Background: an optimization exercise with open tools, aiming at small area and a short achievable clock period. Do not read the settings as production practice. Function was checked by simulation only, so behaviour that the tests miss may differ from the original. Power figures rest on the tool's default switching activity, not on a simulated workload.

## flow/design.v (module list and top-level ports; edited modules follow where they fit)
// module Decoder: 17 lines
// module ARITHMETIC_UNIT: 1128 lines
// module lOGIC_UNIT: 32 lines
// module CMP_UNIT: 30 lines
// module SHIFT_UNIT: 32 lines
// module ALU_TOP: 21 lines
module ALU_TOP #(parameter width = 16)
(
    input wire [width-1:0] A, B,
    input wire [3:0] ALU_FUN,
    input wire CLK, RST,
    output wire [(width*2)-1:0] Arith_OUT,
    output wire [width-1:0] Logic_OUT, CMP_OUT,
    output wire [width:0] SHIFT_OUT,
    output wire Carry_OUT, Arith_Flag, Logic_Flag, CMP_Flag, SHIFT_Flag
);
  // ...
==> flow/flow/run.sh <==
#!/bin/bash
# The standard layout (the standard.sh: ORFS synthesis through finish).
# The one change: every input and output port still gets its own buffer, but a
# plain sky130_fd_sc_hd__buf_1 instead of the delay cell buffer_ports picks by itself.
set -euo pipefail
export BUFFER_PORTS_ARGS="-buffer_cell sky130_fd_sc_hd__buf_1"
bash standard.sh > standard.log 2>&1
==> flow/standard.sh <==
#!/bin/bash
# synth_recipe.tcl (not shown) runs the flow's synth.tcl, then flattens the netlist and writes it again
# the make line also repeats each setting of config.mk as NAME=value (left out here)
make -C /OpenROAD-flow-scripts/flow DESIGN_CONFIG=/design/flow/config.mk WORK_HOME=/design/flow/orfs CLKGATE_MAP_FILE= SYNTH_SCRIPT=/design/flow/synth_recipe.tcl "${@:-finish}"
==> flow/config.mk <==
export PLATFORM = sky130hd
export DESIGN_NAME = ALU_TOP
export DESIGN_NICKNAME = ALU_TOP
export VERILOG_FILES = /design/flow/design.v
export SDC_FILE = /design/flow/constraint.sdc
export NUM_CORES = 4
export LEC_CHECK = 0
export ABC_AREA = 1
export ABC_CLOCK_PERIOD_IN_PS = 90000
export CAP_MARGIN = 20
export CORE_MARGIN = 2
export CORE_UTILIZATION = 40
export SLEW_MARGIN = 20
==> flow/constraint.sdc <==
create_clock -name core_clock -period 90.0 [get_ports {CLK}]
set_input_delay 18.0000 -clock core_clock [delete_from_list [all_inputs] [get_ports {CLK}]]
set_output_delay 18.0000 -clock core_clock [all_outputs]
set_load 0.01 [all_outputs]
==> results.py, run 1 <==
metrics = {
    "detailed_routing": {
        "drt-pass1-iter-count": 8,
        "wl_per_cell_um": 20.3,
    },
    "power_and_ir_drop": {
        "power-per-cell-area_nw_per_um2": 24.3,
        "pg_clk_mw": 0.0419,
        "p_seq_share_pct": 8.3,
        "p_seq_mw": 0.0370,
        "clockPowerShare_pct": 9.4,
    },
    "job": {
        "max_cap_viol_count": 0,
    },
    "grt": {
        "grt_start_max_net_pins": 72,
        "grt_pass1_vias": 17900,
    },
    "timing": {
        "slew_violations": 0,
        "setup_viol": 0,
        "hold_viol": 0,
    },
    "logic_synthesis": {
        "synthTopCellsByArea": "nand2_1 14%, fa_1 13%, xor2_1 11%, dfrtp_1 10%, inv_1 6.8%",
        "ys.flop_type": "dfrtp_1",
        "syn-cell-area_sq_um": 17200,
        "synth-xor-area-share_pct": 12.6,
        "ys_seq_area_share_pct": 10.3,
    },
    "setup_path": {
        "endpoint": "ARITHMETIC_UNIT.Arith_OUT[16]",
        "crit_type": "primary input to register",
        "cp.required_ps": 90280,
    },
    "clock_tree": {
        "post_cts_buffers": 0,
        "cts_tree": "yes",
        "clk_path_buf_depth": 2,
        "hold_buffers": 0,
        "cts.sinks": 71,
        "cts-resized-gates": 0,
    },
    "finish": {
        "multi_input_area_share_pct": 72.4,
        "reg_top3": "ARITHMETIC_UNIT.Arith_OUT (32), SHIFT_UNIT.SHIFT_OUT (17), lOGIC_UNIT.Logic_OUT (16)",
        "post-route-util_pct": 43.6,
        "area_share_nonclk_buffers_pct": 4.72,
    },
    "floorplanning": {
        "die_x_um": 211,
        "die_y_um": 211,
        "initial_core_util_pct": 40.8,
    },
    "place": {
        "io_buffers": 109,
    },
    "run_status": {
        "outcome": "timing/DRC/antenna clean",
    },
}
==> inputs of run 2 (changes only) <==
--- a/flow/config.mk
+++ b/flow/config.mk
@@ -10,4 +10,7 @@
 export CAP_MARGIN = 20
 export CORE_MARGIN = 2
 export CORE_UTILIZATION = 40
+export CTS_BUF_LIST = sky130_fd_sc_hd__clkbuf_8
+export CTS_CLUSTER_SIZE = 10
+export PLACE_DENSITY = 0.75
 export SLEW_MARGIN = 20
==> run 2 against run 1 <==
Still clean on timing, DRC and antenna. Clock power is 34% lower. Area after synthesis did not move. Flip-flop and latch count unchanged. Via count shrank 2.6%. Synthesized cell count stayed put. Sequential power about the same. Critical path depth decreased by 5. Count of clock-buffer cells in the layout did not move. Global-route usage is 4.0 points lower. Critical endpoint is now ARITHMETIC_UNIT.Arith_OUT[20].
==> results.py, run 2 <==
metrics = {
    "run_status": {
        "outcome": "timing/DRC/antenna clean",
    },
    "setup_path": {
        "crit_type": "primary input to register",
        "crit_path_max_fanout": 26,
        "startpoint_type": "primary input",
        "critical_path.endpoint_type": "register",
        "slowest_delay_ps": 720,
        "cp.required_ps": 90310,
        "crit_top_cell": "nand2_1",
        "crit_arrival_ps": 37480,
        "slowest_stage": "nor2_1",
    },
    "logic_synthesis": {
        "synthTopCellsByArea": "nand2_1 14%, fa_1 13%, xor2_1 11%, dfrtp_1 10%, inv_1 6.8%",
        "synth_edf_count": 0,
        "yosys-top-cells-count": "645 x nand2_1, 312 x inv_1, 233 x nand3_1, 217 x xor2_1",
        "synthDistinctLibCells": 57,
        "synth_warnings": 5,
        "synthArstFlopShare_pct": 100,
        "yosysMostFrequentCell": "nand2_1",
        "syn-cell-area_sq_um": 17200,
        "synth.avg_cell_area_sq_um": 6.42,
        "syn-instance-count": 2677,
        "synth.top_cell.area_share_pct": 14.1,
        "ys.flop_type": "dfrtp_1",
        "synth_largest_area_cell": "nand2_1",
        "ys_seq_elements": 71,
        "ys_seq_area_share_pct": 10.3,
    },
    "floorplanning": {
        "row_count": 75,
        "dieArea_sq_um": 44600,
        "die_y_um": 211,
        "die_x_um": 211,
        "fp.coreArea_sq_um": 42100,
        "initial_core_util_pct": 40.8,
        "io_pins": 124,
    },
    "detailed_routing": {
        "route.met2.wl_mm": 26.6,
        "maxUsedRoutingLayer": "met5",
        "viasPerCell": 5.54,
        "route.met3.wl_mm": 4.49,
        "detail-route-antenna-nets": 0,
        "finalWirelength_mm": 56.8,
        "via_count": 18000,
        "wl_per_cell_um": 17.5,
        "m1WireLength_mm": 22.7,
        "drt-pass1-iter-count": 6,
        "drc": 0,
        "dr.first_iter.drc_count": 1788,
    },
    "finish": {
        "reg_top3": "ARITHMETIC_UNIT.Arith_OUT (32), SHIFT_UNIT.SHIFT_OUT (17), lOGIC_UNIT.Logic_OUT (16)",
        "layout_commonest_cell": "nand2_1",
        "fill_cells": 4465,
        "final_cell_mix": "645 x nand2_1, 312 x inv_1, 233 x nand3_1, 217 x xor2_1, 151 x a21oi_1",
        "syn_to_final_growth_pct": 5.82,
        "fin_nets": 2921,
        "post-route-util_pct": 43.2,
        "largest_reg_flops": 32,
        "final_layout_size_suffix_gt1_share_pct": 8.55,
        "regMostFlops": "ARITHMETIC_UNIT.Arith_OUT",
    },
    "timing": {
        "hold_viol": 0,
        "rsz0062_at_grt": "no",
        "fin_crit_sh_pct": 41.3,
        "relSlewSlack_pct": 30.6,
        "holdWs_ps": 17810,
        "setup_viol": 0,
        "fin_crit_ps": 37170,
        "finalSetupTns_ps": 0,
        "slew_violations": 0,
        "worstMarginPinSlew_ps": 1040,
        "max_freq_ghz": 0.0269,
    },
    "place": {
        "place_hpwl_mm": 43.3,
        "gp_congestion": 0.989,
        "io_buffers": 109,
    },
    "power_and_ir_drop": {
        "p_leak_nw": 9.32,
        "total_power_mw": 0.382,
        "ir_drop_mv": 0.0334,
        "power-per-cell-area_nw_per_um2": 21.0,
    },
    "grt": {
        "grt_start_max_net_pins": 72,
        "grt_pass1_wl_mm": 90.0,
        "overflow": 0,
        "antenna_found_initial": 5,
        "track_usage_pct": 25.7,
        "grt_pass1_vias": 16900,
    },
    "clock_tree": {
        "hold_buffers": 0,
        "cts_inserted_buffers": 9,
        "post_cts_buffers": 0,
        "htreeDepth": 3,
        "cts.sinks": 71,
        "clk_path_buf_depth": 2,
        "clk_pin_slew_ps": 90,
        "cts_tree": "yes",
        "cts-resized-gates": 0,
        "clockRootBuffer": "clkbuf_8",
    },
    "job": {
        "max_cap_viol_count": 0,
    },
    "hold_path": {
        "hp-class": "primary input to asynchronous set/reset pin",
    },
}
==> run 2: cell count changes in the layout (fill, tap and decap cells not counted), moves of 2 or more <==
cell	previous run	this run
buf_4	60	50
clkbuf_16	9	0
clkbuf_8	0	9
diode_2	1	3
==> run 2: worst max path at each step <==
| stage | start | end | slack (ps) | cells after the start |
|---|---|---|---|---|
| after detailed placement | B[15] | ARITHMETIC_UNIT.Arith_OUT[20] | 52380 | 145 |
| after CTS | B[15] | ARITHMETIC_UNIT.Arith_OUT[20] | 52760 | 145 |
| final | B[15] | ARITHMETIC_UNIT.Arith_OUT[20] | 52830 | 141 |
| after floorplan | B[15] | ARITHMETIC_UNIT.Arith_OUT[24] | 55560 | 163 |
| after global routing | B[15] | ARITHMETIC_UNIT.Arith_OUT[17] | 50650 | 151 |
| after global placement | B[15] | ARITHMETIC_UNIT.Arith_OUT[20] | 52700 | 144 |
==> run 2: cells by family after synthesis <==
family / synth area share, %
XOR/XNOR: 12.6
flip-flops: 10.3
other: 0.0218
multiplexers: 0.117
AO/OA/AOI/OAI: 14.6
buffers and inverters: 12.6
adder cells (fa/ha/maj): 17.6
AND/OR/NAND/NOR: 32.1
==> run 2: where the power goes <==
group / total (mW) / switching, mW / internal (mW)
clock: 0.0275 / 0.0144 / 0.0130
sequential: 0.0369 / 0.00143 / 0.0355
combinational: 0.318 / 0.194 / 0.124
==> run 2: cell type report <==
type	count	area (sq um)	share of cell area, %
multi-input combinational	2090	13300	73.2
clock inverter	7	77.6	0.427
timing repair buffer	159	791	4.35
antenna	3	7.51	0.0413
clock buffer	9	124	0.681
tap	539	674	3.71
sequential	71	1780	9.77
inverter	377	1420	7.80
==> run 2: routing by layer <==
metal	vias to the layer above	track usage (%)
li1	8736	-
met1	8275	31.6
met2	810	43.0
met3	190	4.64
met4	6	13.4
met5	-	0
==> run 2: critical path: cells and delay by family <==
| kind | cells | cell delay, ps |
|---|---|---|
| adders and majority gates | 17 | 3620 |
| buffers and inverters | 16 | 2360 |
| and+or+nand+nor | 98 | 11430 |
| AOI/OAI and AO/OA | 9 | 1820 |
| xor gates and xnor gates | 1 | 180 |
==> run 2: metrics by stage <==
| stage | instances | cell area (sq um) | worst slack, ps |
|---|---|---|---|
| 2_1_floorplan | 2690 | 17200 | 55560 |
| 3_3_place_gp | 3235 | 18000 | 52700 |
| 3_5_place_dp | 3235 | 18000 | 52380 |
| 4_1_cts | 3251 | 18200 | 52760 |
| 5_1_grt | 3253 | 18200 | 50650 |
| 6_report | 3255 | 18200 | 52830 |

static timing again, ports no longer ideal:
In the flow no input, the clock included, has a driving cell. The finished layouts below were timed again as built, in two steps. Step 1 sets driving cells, clkbuf_16 on the clock port and buf_2 on the other inputs (assumed; they add their load-dependent delay and slew). Step 2 times the ports against the registers' clock, not the clock port: input delays grow and output delays shrink by t, the midpoint of the rising clock arrivals with the driver on. Slacks: no drivers / after step 1 / after step 2; pairs: no drivers / after step 1.
| run | t (ns) | setup slack, ns | worst setup path after step 2 |
|---|---|---|---|
| run 1 | 0.409 | 52.112 / 52.130 / 51.721 | input to register |
| run 2 | 0.438 | 52.835 / 52.846 / 52.408 | input to register |
After both steps every run listed still meets setup and hold. For run 2, which loses most, drivers alone change the setup slack by +0.011 ns; drivers and shift together by -0.427 ns.
